Background: an optimization exercise with open tools, aiming at small area and a short achievable clock period. Do not read the settings as production practice. In this exercise RTL edits were held to simulation tests only and were not proved equivalent to the original. No activity file was given, so power comes from the tool's default toggle rates.

Design KalmanFilter, start of the top module:
module KalmanFilter(
    input clk,
    input reset,
    input valid_in,
    input [7:0] z_k,
    output reg [7:0] x_k
);
For scale: ~12 flip-flops, roughly 19 I/O pins.
==> flow/config.mk <==
export PLATFORM = sky130hd
export DESIGN_NAME = KalmanFilter
export DESIGN_NICKNAME = KalmanFilter
export VERILOG_FILES = /design/flow/design.v
export SDC_FILE = /design/flow/constraint.sdc
export NUM_CORES = 4
export LEC_CHECK = 0
export CAP_MARGIN = 20
export CORE_MARGIN = 2
export CORE_UTILIZATION = 40
export CTS_BUF_LIST = sky130_fd_sc_hd__clkbuf_4
export SLEW_MARGIN = 20
==> flow/constraint.sdc <==
create_clock -name core_clock -period 40.0 [get_ports {clk}]
set_input_delay 8.0000 -clock core_clock [delete_from_list [all_inputs] [get_ports {clk}]]
set_output_delay 8.0000 -clock core_clock [all_outputs]
set_load 0.01 [all_outputs]
standard.sh (not shown) runs the stock make flow with config.mk's settings and CLKGATE_MAP_FILE= SYNTH_SCRIPT=/design/flow/synth_recipe.tcl, a recipe that flattens the netlist after the stock synthesis.
==> flow/flow/run.sh <==
#!/bin/bash
# Layout flow: the standard flow (standard.sh) with three changes:
#  - synthesis maps the logic with flow/light.abc (strash; dch -f; amap), an
#    area mapping that keeps the structure of the pre-optimised RTL, instead
#    of ORFS's ABC script;
#  - full/half-adder extraction is skipped (ADDER_MAP_FILE left empty);
#  - ports are buffered with buf_2 cells.
# Registers, their names and cell types are those of the standard synthesis.
set -euo pipefail
here=$(pwd)
cat > my_synth.tcl <<EOT
proc abc {args} {
  set i [lsearch -exact \$args -script]
  if {\$i >= 0} { lset args [expr {\$i + 1}] $here/flow/light.abc }
  yosys abc {*}\$args
}
source $here/synth_recipe.tcl
EOT
sed -e "s#SYNTH_SCRIPT=[^ ]*#SYNTH_SCRIPT=$here/my_synth.tcl ADDER_MAP_FILE=#" standard.sh > my_standard.sh
grep -q "my_synth.tcl ADDER_MAP_FILE=" my_standard.sh
export SETUP_SLACK_MARGIN=29
export BUFFER_PORTS_ARGS="-buffer_cell sky130_fd_sc_hd__buf_2"
bash my_standard.sh > flow.log 2>&1
==> flow/flow/light.abc <==
strash
dch -f
amap
topo
stime -p
Next try:
--- a/flow/flow/run.sh
+++ b/flow/flow/run.sh
@@ -21 +21 @@
-export SETUP_SLACK_MARGIN=29
+export SETUP_SLACK_MARGIN=28
Result:
- clock-buffer cell count does not change
- power is lower by 28%
- final cell count fell by 8.9%
- wire length drops by 13%


== job 103 ==
KalmanFilter, a different RTL version from the one above (not shown whole).
Size: roughly 240 cells after synthesis, ~12 flip-flops, about 19 I/O pins, ~1400 sq um of cells after synthesis.
==> flow/config.mk <==
export PLATFORM = sky130hd
export DESIGN_NAME = KalmanFilter
export DESIGN_NICKNAME = KalmanFilter
export VERILOG_FILES = /design/flow/design.v
export SDC_FILE = /design/flow/constraint.sdc
export NUM_CORES = 4
export LEC_CHECK = 0
export CAP_MARGIN = 20
export CORE_MARGIN = 2
export CORE_UTILIZATION = 40
export CTS_BUF_LIST = sky130_fd_sc_hd__clkbuf_4
export SLEW_MARGIN = 20
==> flow/constraint.sdc <==
create_clock -name core_clock -period 40.0 [get_ports {clk}]
set_input_delay 8.0000 -clock core_clock [delete_from_list [all_inputs] [get_ports {clk}]]
set_output_delay 8.0000 -clock core_clock [all_outputs]
set_load 0.01 [all_outputs]
==> flow/flow/run.sh <==
#!/bin/bash
# Layout flow: the standard flow (standard.sh) with these changes:
#  - synthesis keeps module kf_x (the logic that only depends on registers)
#    separate until technology mapping, maps it for area (flow/area.abc) and
#    the rest of the design for delay with area recovery (flow/delay.abc),
#    instead of ORFS's single ABC script; the design is flattened afterwards
#    exactly as in the standard synthesis;
#  - full/half-adder extraction is skipped (ADDER_MAP_FILE left empty);
#  - ports are buffered with buf_2 cells.
# Registers, their names and cell types are those of the standard synthesis.
set -euo pipefail
here=$(pwd)
cat > my_synth.tcl <<EOT
proc abc {args} {
  set i [lsearch -exact \$args -script]
  set ax \$args; lset ax [expr {\$i + 1}] $here/flow/area.abc
  set at \$args; lset at [expr {\$i + 1}] $here/flow/delay.abc
  yosys abc {*}\$ax kf_x
  yosys abc {*}\$at KalmanFilter
}
source $here/synth_recipe.tcl
EOT
sed -e "s#SYNTH_SCRIPT=[^ ]*#SYNTH_SCRIPT=$here/my_synth.tcl ADDER_MAP_FILE=#" standard.sh > my_standard.sh
grep -q "my_synth.tcl ADDER_MAP_FILE=" my_standard.sh
export SYNTH_KEEP_MODULES=kf_x
export PRE_DETAIL_PLACE_TCL=$here/flow/pre_dp.tcl
export BUFFER_PORTS_ARGS="-buffer_cell sky130_fd_sc_hd__buf_2"
bash my_standard.sh > flow.log 2>&1
==> flow/flow/area.abc <==
strash
dch -f
amap
topo
stime -p
==> flow/flow/delay.abc <==
strash
dch -f
map -D 2500
topo
stime -p
==> flow/flow/pre_dp.tcl <==
# Output ports only drive the 0.01 pF port load: use buf_1 as their buffers.
foreach inst [[ord::get_db_block] getInsts] {
  set n [$inst getName]
  if {[string match "output*" $n] && [[$inst getMaster] getName] == "sky130_fd_sc_hd__buf_2"} {
    replace_cell $n sky130_fd_sc_hd__buf_1
  }
}
Job 103 ran to completion and came out clean on the timing, design-rule and antenna checks.
Setup changes, job 103 to job 102
-- flow/flow/run.sh --
<<< job 103, line 4
#    separate until technology mapping, maps it for area (flow/area.abc) and
#    the rest of the design for delay with area recovery (flow/delay.abc),
#    instead of ORFS's single ABC script; the design is flattened afterwards
>>> job 102, line 4
#    separate until technology mapping, maps it for area (flow/area.abc) and
#    the rest of the design for delay with area recovery and gate sizing
#    (flow/delay.abc),
#    instead of ORFS's single ABC script; the design is flattened afterwards
==> flow/flow/delay.abc <==
strash
dch -f
map -D 2500
topo
upsize -D 2300
topo
stime -p
[summary]
NOTE depth of the most critical reg-to-reg path job 103->job 102 decreased by a few percent. Compare job 103 and job 102 | detailed placer's ending HPWL higher: job 102. Comparing the two runs side by side, job 102 comes out behind job 103 on total leakage power. Wire length delta (job 102 -> job 103): insignificant. Count of unresolved DRC violations after routing came out exactly the same in job 103 and job 102. Data required time at the worst endpoint delta for job 102 relative to job 103: 0.05 ns higher. Job 102 gives more fraction of the mapped netlist area in compound gates than job 103 did.


## juniper
Starting RTL as in the previous note.
Settings: LEC_CHECK=0, CAP_MARGIN=20, CORE_MARGIN=2, CORE_UTILIZATION=40, CTS_BUF_LIST=sky130_fd_sc_hd__clkbuf_4, SLEW_MARGIN=20; clock period 40.0 ns.
==> flow/flow/run.sh <==
#!/bin/bash
# Layout flow: the standard flow (standard.sh) with these changes:
#  - synthesis keeps module kf_x (the logic that only depends on registers)
#    separate until technology mapping, maps it for area (flow/area.abc) and
#    the rest of the design for delay with area recovery and gate sizing
#    (flow/delay.abc),
#    instead of ORFS's single ABC script; the design is flattened afterwards
#    exactly as in the standard synthesis;
#  - full/half-adder extraction is skipped (ADDER_MAP_FILE left empty);
#  - ports are buffered with buf_2 cells.
# Registers, their names and cell types are those of the standard synthesis.
set -euo pipefail
here=$(pwd)
cat > my_synth.tcl <<EOT
proc abc {args} {
  set i [lsearch -exact \$args -script]
  set ax \$args; lset ax [expr {\$i + 1}] $here/flow/area.abc
  set at \$args; lset at [expr {\$i + 1}] $here/flow/delay.abc
  yosys abc {*}\$ax kf_x
  yosys abc {*}\$at KalmanFilter
}
source $here/synth_recipe.tcl
EOT
sed -e "s#SYNTH_SCRIPT=[^ ]*#SYNTH_SCRIPT=$here/my_synth.tcl ADDER_MAP_FILE=#" standard.sh > my_standard.sh
grep -q "my_synth.tcl ADDER_MAP_FILE=" my_standard.sh
export SYNTH_KEEP_MODULES=kf_x
export PRE_DETAIL_PLACE_TCL=$here/flow/pre_dp.tcl
export BUFFER_PORTS_ARGS="-buffer_cell sky130_fd_sc_hd__buf_2"
bash my_standard.sh > flow.log 2>&1
==> flow/flow/delay.abc <==
strash
dch -f
map -D 2500
topo
upsize -D 2300
dnsize -D 2300
topo
stime -p
Scripts as last shown in full above: flow/flow/area.abc, flow/flow/pre_dp.tcl
juniper: full flow OK, the timing, design-rule and antenna checks passed
Relative to juniper, the following input files were edited for willow:
Settings: changing CORE_UTILIZATION from 40 to 30.
willow has completed all stages; timing, DRC and antenna checks passed.
The via count of the first global-routing pass reported for willow is smaller than that of juniper by about 5%.
Part of the cycle the worst path needs: willow vs juniper, no meaningful difference
Looking only at wire length on met2, and setting everything else aside, the lower value of willow and juniper goes to willow.
Measured against each other, willow and juniper differ in placed wire-length estimate, the lower figure coming from juniper.
Final design instance area without fill (lower): juniper
From juniper to willow the numbers moved as follows: share of total power in combinational logic stayed essentially flat; minimum hold slack now sits lower.
As of willow, combinational power had fallen slightly compared to juniper.
Per the comparison of willow with juniper, routed wire length moved down; power went down about 2.2%.
What nickel does differently from willow at the input level:
Settings: swapping 30 for 40 in CORE_UTILIZATION; putting PLACE_DENSITY at 0.75 where nothing was set.
Findings:
Cell count, nickel and willow, higher one = willow. From nickel to willow, number of clock sinks seen by CTS did not move at all. willow | stages: all done | timing, DRC, antenna: all pass. nickel finished every step from synthesis to the final layout, and the layout passed the timing, design-rule and antenna checks. The run showing the smaller power per cell area is willow. Of the two candidates, willow has the worse core outline area and nickel the better one. nickel improves on willow in clock period minus worst slack. Comparing willow with nickel, the insertion delay to the later sink of the worst-skew pair came out essentially unchanged. Against willow as the reference, nickel delivers a higher global-route usage over all layers. Per the comparison of nickel with willow, worst clock skew held, highest attainable clock frequency went up 0.00042 GHz.


KalmanFilter again, from the RTL that the note above started with.
clock: 40.0 ns
lec_check: 0
cap_margin: 20
core_margin: 2
core_utilization: 40
cts_buf_list: sky130_fd_sc_hd__clkbuf_4
slew_margin: 20
==> flow/flow/run.sh <==
#!/bin/bash
# Layout flow: the standard flow (standard.sh) with these changes:
#  - synthesis keeps module kf_x (the logic that only depends on registers)
#    separate until technology mapping, maps it for area (flow/area.abc) and
#    the rest of the design for delay with area recovery (flow/delay.abc),
#    instead of ORFS's single ABC script; the design is flattened afterwards
#    exactly as in the standard synthesis;
#  - full/half-adder extraction is skipped (ADDER_MAP_FILE left empty);
#  - ports are buffered with buf_2 cells.
# Registers, their names and cell types are those of the standard synthesis.
set -euo pipefail
here=$(pwd)
cat > my_synth.tcl <<EOT
proc abc {args} {
  set i [lsearch -exact \$args -script]
  set ax \$args; lset ax [expr {\$i + 1}] $here/flow/area.abc
  set at \$args; lset at [expr {\$i + 1}] $here/flow/delay.abc
  yosys abc {*}\$ax kf_x
  yosys abc {*}\$at KalmanFilter
}
source $here/synth_recipe.tcl
EOT
sed -e "s#SYNTH_SCRIPT=[^ ]*#SYNTH_SCRIPT=$here/my_synth.tcl ADDER_MAP_FILE=#" standard.sh > my_standard.sh
grep -q "my_synth.tcl ADDER_MAP_FILE=" my_standard.sh
export SYNTH_KEEP_MODULES=kf_x
export PRE_DETAIL_PLACE_TCL=$here/flow/pre_dp.tcl
export BUFFER_PORTS_ARGS="-buffer_cell sky130_fd_sc_hd__buf_2"
bash my_standard.sh > flow.log 2>&1
==> flow/flow/delay.abc <==
strash
dch -f
map -D 2500
topo
buffer -p
upsize -D 2300
dnsize -D 2300
topo
stime -p
Scripts as last shown in full above: flow/flow/area.abc, flow/flow/pre_dp.tcl
Rerun with:
--- a/flow/flow/run.sh
+++ b/flow/flow/run.sh
@@ -3,5 +3,6 @@
 #  - synthesis keeps module kf_x (the logic that only depends on registers)
 #    separate until technology mapping, maps it for area (flow/area.abc) and
-#    the rest of the design for delay with area recovery (flow/delay.abc),
+#    the rest of the design for delay with area recovery and gate sizing
+#    (flow/delay.abc),
 #    instead of ORFS's single ABC script; the design is flattened afterwards
 #    exactly as in the standard synthesis;
==> flow/flow/delay.abc (replaced) <==
strash
dch -f
map -D 2500
topo
upsize -D 2300
dnsize -D 2300
topo
stime -p
--- a/flow/config.mk
+++ b/flow/config.mk
@@ -9,4 +9,5 @@
 export CORE_MARGIN = 2
 export CORE_UTILIZATION = 40
-export CTS_BUF_LIST = sky130_fd_sc_hd__clkbuf_4
+export CTS_BUF_LIST = sky130_fd_sc_hd__clkbuf_2
+export PLACE_DENSITY = 0.75
 export SLEW_MARGIN = 20
Outcome: Synthesized cell count goes down by 0.82%; utilization goes up by 1.9 points; global-route usage goes down by 0.25 points; flip-flop and latch count stays the same; worst setup slack gains 0.031 ns; sequential share of layout area goes up by 0.20 points; total power goes down by 3.4%; clock-buffer cell count does not change.


KalmanFilter again, from the RTL that the note above started with.
==> flow/config.mk <==
export PLATFORM = sky130hd
export DESIGN_NAME = KalmanFilter
export DESIGN_NICKNAME = KalmanFilter
export VERILOG_FILES = /design/flow/design.v
export SDC_FILE = /design/flow/constraint.sdc
export NUM_CORES = 4
export LEC_CHECK = 0
export CAP_MARGIN = 20
export CORE_MARGIN = 2
export CORE_UTILIZATION = 40
export CTS_BUF_LIST = sky130_fd_sc_hd__clkbuf_2
export PLACE_DENSITY = 0.85
export SLEW_MARGIN = 20
==> flow/constraint.sdc <==
create_clock -name core_clock -period 40.0 [get_ports {clk}]
set_input_delay 8.0000 -clock core_clock [delete_from_list [all_inputs] [get_ports {clk}]]
set_output_delay 8.0000 -clock core_clock [all_outputs]
set_load 0.01 [all_outputs]
==> flow/flow/run.sh <==
#!/bin/bash
# Layout flow: the standard flow (standard.sh) with these changes:
#  - synthesis keeps module kf_x (the logic that only depends on registers)
#    separate until technology mapping, maps it for area (flow/area.abc) and
#    the rest of the design for delay with area recovery and gate sizing
#    (flow/delay.abc),
#    instead of ORFS's single ABC script; the design is flattened afterwards
#    exactly as in the standard synthesis;
#  - full/half-adder extraction is skipped (ADDER_MAP_FILE left empty);
#  - ports are buffered with buf_2 cells.
# Registers, their names and cell types are those of the standard synthesis.
set -euo pipefail
here=$(pwd)
cat > my_synth.tcl <<EOT
proc abc {args} {
  set i [lsearch -exact \$args -script]
  set ax \$args; lset ax [expr {\$i + 1}] $here/flow/area.abc
  set at \$args; lset at [expr {\$i + 1}] $here/flow/delay.abc
  yosys abc {*}\$ax kf_x
  yosys abc {*}\$at KalmanFilter
}
source $here/synth_recipe.tcl
EOT
sed -e "s#SYNTH_SCRIPT=[^ ]*#SYNTH_SCRIPT=$here/my_synth.tcl ADDER_MAP_FILE=#" standard.sh > my_standard.sh
grep -q "my_synth.tcl ADDER_MAP_FILE=" my_standard.sh
export SYNTH_KEEP_MODULES=kf_x
export PRE_DETAIL_PLACE_TCL=$here/flow/pre_dp.tcl
export BUFFER_PORTS_ARGS="-buffer_cell sky130_fd_sc_hd__buf_2"
bash my_standard.sh > flow.log 2>&1
==> flow/flow/delay.abc <==
strash
dch -f
map -D 2500
topo
upsize -D 2300
dnsize -D 2300
topo
stime -p
Scripts as last shown in full above: flow/flow/area.abc, flow/flow/pre_dp.tcl
==> next run, changes <==
==> flow/flow/delay.abc (replaced) <==
strash
dch -f
map -D 2200
topo
upsize -D 2000
dnsize -D 2000
topo
stime -p
Settings changed: PLACE_DENSITY 0.85 to 0.75.
What happened: The new run ran to the end with no violations. Cell count rises by 3.9%. Register-to-register slack improved by 0.19 ns. Via count rises by 5.0%. Synthesized cell count rises by 3.7%. Utilization falls by 1.9 points. Clock power rises by 14%.
==> next run, changes <==
--- a/flow/flow/run.sh
+++ b/flow/flow/run.sh
@@ -6,2 +6 @@
-#    (flow/delay.abc),
-#    instead of ORFS's single ABC script; the design is flattened afterwards
+#    (flow/delay.abc), instead of ORFS's single ABC script; the design is flattened afterwards
@@ -10 +9,3 @@
-#  - ports are buffered with buf_2 cells.
+#  - input ports are buffered with buf_2 cells and output ports, which only
+#    drive the 0.01 pF port load, with buf_1 cells (flow/pre_dp.tcl swaps
+#    them before detailed placement).
@@ -29 +30 @@
-bash my_standard.sh > flow.log 2>&1
+bash my_standard.sh > flow.log 2>&1   # each ORFS step also logs to orfs/logs/
==> flow/flow/delay.abc (replaced) <==
strash
dch -f
map -D 2500
topo
upsize -D 2300
dnsize -D 2300
topo
stime -p
- cell count fell by a few percent
- flip-flop and latch count does not change
- non-clock buffer count is unchanged
- hold slack degrades by 0.014 ns
- clock skew stays flat
- design area fell slightly
- total power stays flat
- count of clock-buffer cells in the layout stays the same
==> next run, changes <==
--- a/flow/flow/run.sh
+++ b/flow/flow/run.sh
@@ -5,2 +5,2 @@
-#    the rest of the design for delay with area recovery and gate sizing
-#    (flow/delay.abc), instead of ORFS's single ABC script; the design is flattened afterwards
+#    the rest of the design for delay with area recovery (flow/delay.abc),
+#    instead of ORFS's single ABC script; the design is flattened afterwards
@@ -9,3 +9 @@
-#  - input ports are buffered with buf_2 cells and output ports, which only
-#    drive the 0.01 pF port load, with buf_1 cells (flow/pre_dp.tcl swaps
-#    them before detailed placement).
+#  - ports are buffered with buf_2 cells.
@@ -30 +28 @@
-bash my_standard.sh > flow.log 2>&1   # each ORFS step also logs to orfs/logs/
+bash my_standard.sh > flow.log 2>&1
==> flow/flow/delay.abc (replaced) <==
strash
dch -f
map -D 2500
topo
upsize -D 2200
dnsize -D 2200
topo
stime -p
Settings changed: CTS_BUF_LIST sky130_fd_sc_hd__clkbuf_2 to sky130_fd_sc_hd__clkbuf_4, PLACE_DENSITY 0.75 to not set.
Count of clock-buffer cells in the layout is unchanged.
Sequential cell count does not change.
Worst setup slack gets worse by 0.041 ns.
Routed wire length rises by 5.4%.
Via count falls by 3.1%.
Sequential share of layout area stays flat.
Cell area rises by 0.46%.
==> next run, changes <==
--- a/flow/flow/run.sh
+++ b/flow/flow/run.sh
@@ -5 +5,2 @@
-#    the rest of the design for delay with area recovery (flow/delay.abc),
+#    the rest of the design for delay with area recovery and gate sizing
+#    (flow/delay.abc),
==> flow/flow/delay.abc (replaced) <==
strash
dch -f
map -D 2500
topo
upsize -D 2300
dnsize -D 2300
topo
stime -p
Settings changed: CTS_BUF_LIST sky130_fd_sc_hd__clkbuf_4 to sky130_fd_sc_hd__clkbuf_2.
The new run finished clean. Synthesized cell count is unchanged. Die area stays the same. Worst hold slack improved by 0.0059 ns. Via count stays flat. Design area shrinks by 0.46%. Clock skew is about the same. Clock-buffer cell count is unchanged. Sequential power is about the same. Non-clock buffer count is unchanged.
==> next run, changes <==
--- a/flow/flow/run.sh
+++ b/flow/flow/run.sh
@@ -5,2 +5 @@
-#    the rest of the design for delay with area recovery and gate sizing
-#    (flow/delay.abc),
+#    the rest of the design for delay with area recovery (flow/delay.abc),
==> flow/flow/delay.abc (replaced) <==
strash
dch -f
map -D 2500
topo
upsize -D 2000
dnsize -D 2000
topo
stime -p
Settings changed: CTS_BUF_LIST sky130_fd_sc_hd__clkbuf_2 to sky130_fd_sc_hd__clkbuf_4.
Register-to-register slack hardly moves. Design area is higher by 0.46%. Maximum frequency hardly moves. Setup slack gains 0.013 ns. Flip-flop and latch count is unchanged. Hold slack loses 0.0059 ns.

-- port drivers added, routing unchanged --
No port has a modelled driver above. Below, the same layouts with a new extraction and two added sets of constraints. Step 1: set_driving_cell puts a clkbuf_16 on clk and a buf_2 on each other input, an assumption about the parent block. Step 2, shift: input delay + t, output delay - t, t = (earliest + latest rising clock arrival at the registers) / 2. This alone moves slack from input paths to output paths. Three values: ideal, step 1, step 2; two values: the first two.
run	t (ns)	slack for setup (ns)	worst data-port slew with drivers (ns)
the first run of note 1	0.294	28.213 / 28.182 / 27.888	0.06
the second run of note 1	0.284	28.059 / 28.053 / 27.769	0.05
job 103	0.293	28.757 / 28.758 / 28.465	0.03
job 102	0.296	29.376 / 29.378 / 29.082	0.03
juniper	0.291	29.364 / 29.365 / 29.074	0.03
willow	0.277	29.365 / 29.363 / 29.086	0.03
nickel	0.289	29.412 / 29.412 / 29.123	0.03
the first run of note 4	0.291	29.374 / 29.371 / 29.079	0.03
the second run of note 4	0.278	29.405 / 29.405 / 29.127	0.03
the first run of note 5	0.268	29.330 / 29.330 / 29.062	0.03
the second run of note 5	0.278	29.414 / 29.407 / 29.129	0.03
the third run of note 5	0.278	29.405 / 29.405 / 29.127	0.03
the fourth run of note 5	0.291	29.364 / 29.365 / 29.074	0.03
the fifth run of note 5	0.278	29.350 / 29.352 / 29.074	0.03
the sixth run of note 5	0.291	29.364 / 29.365 / 29.074	0.03
After both steps every run listed still meets setup and hold. For the first run of note 1, which loses most, drivers alone change the setup slack by -0.031 ns; drivers and shift together by -0.325 ns.
